What follows belongs to an exercise in optimizing a design on an open flow for small area; a production flow would make more cautious choices. RTL that was checked went through simulation tests only; none was proved equivalent to the original. Power is estimated from default activity; no workload was simulated.

lane 1:
Design conv1_layer, start of the top module:
module conv1_layer (
  input clk,
  input rst_n,
  input [7:0] data_in,
  output [11:0] conv_out_1, conv_out_2, conv_out_3,
  output valid_out_conv
);
export LEC_CHECK = 0
export ABC_AREA = 1
export CAP_MARGIN = 20
export CORE_MARGIN = 2
export CORE_UTILIZATION = 40
export GPL_TIMING_DRIVEN = 0
export SLEW_MARGIN = 20
export SYNTH_HIERARCHICAL = 1
create_clock -name core_clock -period 15.0 [get_ports {clk}]
standard.sh (not shown) runs the stock make flow with config.mk's settings and CLKGATE_MAP_FILE= SYNTH_SCRIPT=/design/flow/synth_recipe.tcl, a recipe that flattens the netlist after the stock synthesis.
==> flow/flow/run.sh <==
#!/bin/bash
# Standard ORFS layout, with one extra step after synthesis: the combinational
# logic of the standard netlist is re-mapped by ABC for area (registers and
# adder cells are kept as synthesized), then the standard flow continues.
set -euo pipefail
R=orfs/results/$FLOW_PLATFORM/conv1_layer/base
LOGD=orfs/logs/$FLOW_PLATFORM/conv1_layer/base
bash standard.sh synth > 1_standard_synth.log 2>&1
python3 flow/clean.py $R/1_2_yosys.v pre.v > 2_clean.log 2>&1
LIB=$FLOW_HOME/platforms/sky130hd/lib/sky130_fd_sc_hd__tt_025C_1v80.lib
DU=$(grep "^abc -script" $LOGD/1_2_yosys.log | grep -o "\-dont_use [^ ]*" | tr '\n' ' ')
KEEP=$(grep -o "sky130_fd_sc_hd__\(df\|fa_\|ha_\|conb\|dl\|sdf\|edf\)[a-z0-9_]*" $R/1_2_yosys.v | sort -u | tr '\n' ' ')
sed -e "s|@LIB@|$LIB|g" -e "s|@DU@|$DU|g" -e "s|@KEEP@|$KEEP|g" -e "s|@ABCSCRIPT@|flow/abc_min.script|g" flow/post.ys.in > post.ys
yosys -s post.ys > 3_post_yosys.log 2>&1
cp $R/1_2_yosys.v 1_2_yosys.standard.v
cp post.v $R/1_2_yosys.v
rm -f $R/1_synth.odb $R/1_synth.sdc
if [[ -f flow/cts_args.txt ]]; then export CTS_ARGS="$(cat flow/cts_args.txt)"; fi
bash standard.sh finish > 4_standard_finish.log 2>&1
Other scripts of this flow, unchanged in this note and not shown: flow/flow/abc_min.script, flow/flow/clean.py, flow/flow/cts_args.txt, flow/flow/post.ys.in
Ran to the end and failed final checks on negative setup slack: lane 1.
Setup changes, lane 1 to lane 2
diff --git a/flow/design.v b/flow/design.v
--- a/flow/design.v
+++ b/flow/design.v
@@ -13,47 +13,47 @@
 module conv1_layer (
   input clk,
   input rst_n,
   input [7:0] data_in,
   output [11:0] conv_out_1, conv_out_2, conv_out_3,
   output valid_out_conv
 );
-  reg [8*141-1:0] sr;
-  always @(posedge clk) sr <= {sr[8*140-1:0], data_in};
+  reg [8*140-1:0] sr;
+  always @(posedge clk) sr <= {sr[8*139-1:0], data_in};
   reg [4:0] col, row;
   always @(posedge clk) begin
     if (!rst_n) begin col <= 5'd26; row <= 5'd0; end
     else if (col == 5'd27) begin col <= 5'd0; row <= row + 5'd1; end
     else col <= col + 5'd1;
   end
-  wire [7:0] t00 = sr[1127:1120];
-  wire [7:0] t01 = sr[1119:1112];
-  wire [7:0] t02 = sr[1111:1104];
-  wire [7:0] t03 = sr[1103:1096];
-  wire [7:0] t04 = sr[1095:1088];
-  wire [7:0] t10 = sr[903:896];
-  wire [7:0] t11 = sr[895:888];
-  wire [7:0] t12 = sr[887:880];
-  wire [7:0] t13 = sr[879:872];
-  wire [7:0] t14 = sr[871:864];
-  wire [7:0] t20 = sr[679:672];
-  wire [7:0] t21 = sr[671:664];
-  wire [7:0] t22 = sr[663:656];
-  wire [7:0] t23 = sr[655:648];
-  wire [7:0] t24 = sr[647:640];
-  wire [7:0] t30 = sr[455:448];
-  wire [7:0] t31 = sr[447:440];
-  wire [7:0] t32 = sr[439:432];
-  wire [7:0] t33 = sr[431:424];
-  wire [7:0] t34 = sr[423:416];
-  wire [7:0] t40 = sr[231:224];
-  wire [7:0] t41 = sr[223:216];
-  wire [7:0] t42 = sr[215:208];
-  wire [7:0] t43 = sr[207:200];
-  wire [7:0] t44 = sr[199:192];
+  wire [7:0] t00 = sr[1119:1112];
+  wire [7:0] t01 = sr[1111:1104];
+  wire [7:0] t02 = sr[1103:1096];
+  wire [7:0] t03 = sr[1095:1088];
+  wire [7:0] t04 = sr[1087:1080];
+  wire [7:0] t10 = sr[895:888];
+  wire [7:0] t11 = sr[887:880];
+  wire [7:0] t12 = sr[879:872];
+  wire [7:0] t13 = sr[871:864];
+  wire [7:0] t14 = sr[863:856];
+  wire [7:0] t20 = sr[671:664];
+  wire [7:0] t21 = sr[663:656];
+  wire [7:0] t22 = sr[655:648];
+  wire [7:0] t23 = sr[647:640];
+  wire [7:0] t24 = sr[639:632];
+  wire [7:0] t30 = sr[447:440];
+  wire [7:0] t31 = sr[439:432];
+  wire [7:0] t32 = sr[431:424];
+  wire [7:0] t33 = sr[423:416];
+  wire [7:0] t34 = sr[415:408];
+  wire [7:0] t40 = sr[223:216];
+  wire [7:0] t41 = sr[215:208];
+  wire [7:0] t42 = sr[207:200];
+  wire [7:0] t43 = sr[199:192];
+  wire [7:0] t44 = sr[191:184];
   wire s1, c2;
   fa3 us1(t00[0], t10[0], t20[0], s1, c2);
   wire s3, c4;
   fa3 us3(t00[1], t10[1], t20[1], s3, c4);
   wire s5, c6;
   ha2 us5(t30[1], t32[1], s5, c6);
   wire s7, c8;
@@ -3574,10 +3574,12 @@
   fa3 us3519(c3491, s3492, c3518, s3519, c3520);
   wire s3521, c3522;
   fa3 us3521(c3493, ~c3459, c3520, s3521, c3522);
   wire s3523, c3524;
   fa3 us3523(c3459, 1'b1, c3522, s3523, c3524);
   wire [11:0] res2 = {~c3524, s3523, s3521, s3519, s3517, s3515, s3513, s3511, s3509, s3507, s3505, s3503};
   wire valid_c = (col < 5'd24) && (row >= 5'd6) && (row <= 5'd29);
-  assign conv_out_1=res0; assign conv_out_2=res1; assign conv_out_3=res2;
+  reg [11:0] o1,o2,o3;
+  always @(posedge clk) begin o1<=res0; o2<=res1; o3<=res2; end
+  assign conv_out_1=o1; assign conv_out_2=o2; assign conv_out_3=o3;
   assign valid_out_conv = valid_c;
 endmodule
Notes after the runs:
Lane 2 finished all stages; the layout is clean.
Total number of sequential cells: lane 2 > lane 1
Taking lane 1 as the reference, in lane 2 proportion of layout cells with a drive suffix above 1 dropped 4.1 points, layout clock buffer count climbed 5, leakage power of the design dropped about 0.6%.
Lane 2 has routed wire length on met3 above what lane 1 had.
Lane 2 reports a lower slew at the pin closest to its max-slew limit than lane 1 does.
Of lane 1 and lane 2, the run reporting the lower final non-filler cell area was lane 2.
Per the comparison of lane 2 with lane 1, max-slew violation count level, combinational power moved down, sequential cell area share moved up, utilization moved down, final wirelength moved down.
The higher top achievable clock speed came out of lane 2.
Setup WNS lane 1 -> lane 2: better
Function not checked in lane 1: the RTL went through the layout flow alone.

-- afterwards: timing with drivers on the ports --
In the flow no input, the clock included, has a driving cell. The finished layouts below were timed again as built, in two steps. Step 1 (the two cells are an assumption about what drives the block):
set clk [get_ports {clk}]
set_driving_cell -lib_cell sky130_fd_sc_hd__clkbuf_16 $clk
set_driving_cell -lib_cell sky130_fd_sc_hd__buf_2 [delete_from_list [all_inputs] $clk]
Step 2 also shifts input and output timing later by t, the mid clock arrival at the registers, as if the neighbouring blocks saw the same clock. Slacks: ideal / step 1 / step 2; pairs: ideal / step 1.
| run | t (ns) | setup WS [ns] | worst hold slack (ns) | latest minus earliest clock arrival (ns) | worst register clock-pin slew, ns |
|---|---|---|---|---|---|
| lane 1 | 0.866 | -0.036 / -0.110 / 0.756 | 0.262 / 0.262 / 0.262 | 0.124 / 0.124 | 0.11 / 0.11 |
| lane 2 | 0.871 | 2.440 / 2.440 / 2.440 | 0.245 / 0.245 / 0.245 | 0.121 / 0.120 | 0.11 / 0.11 |
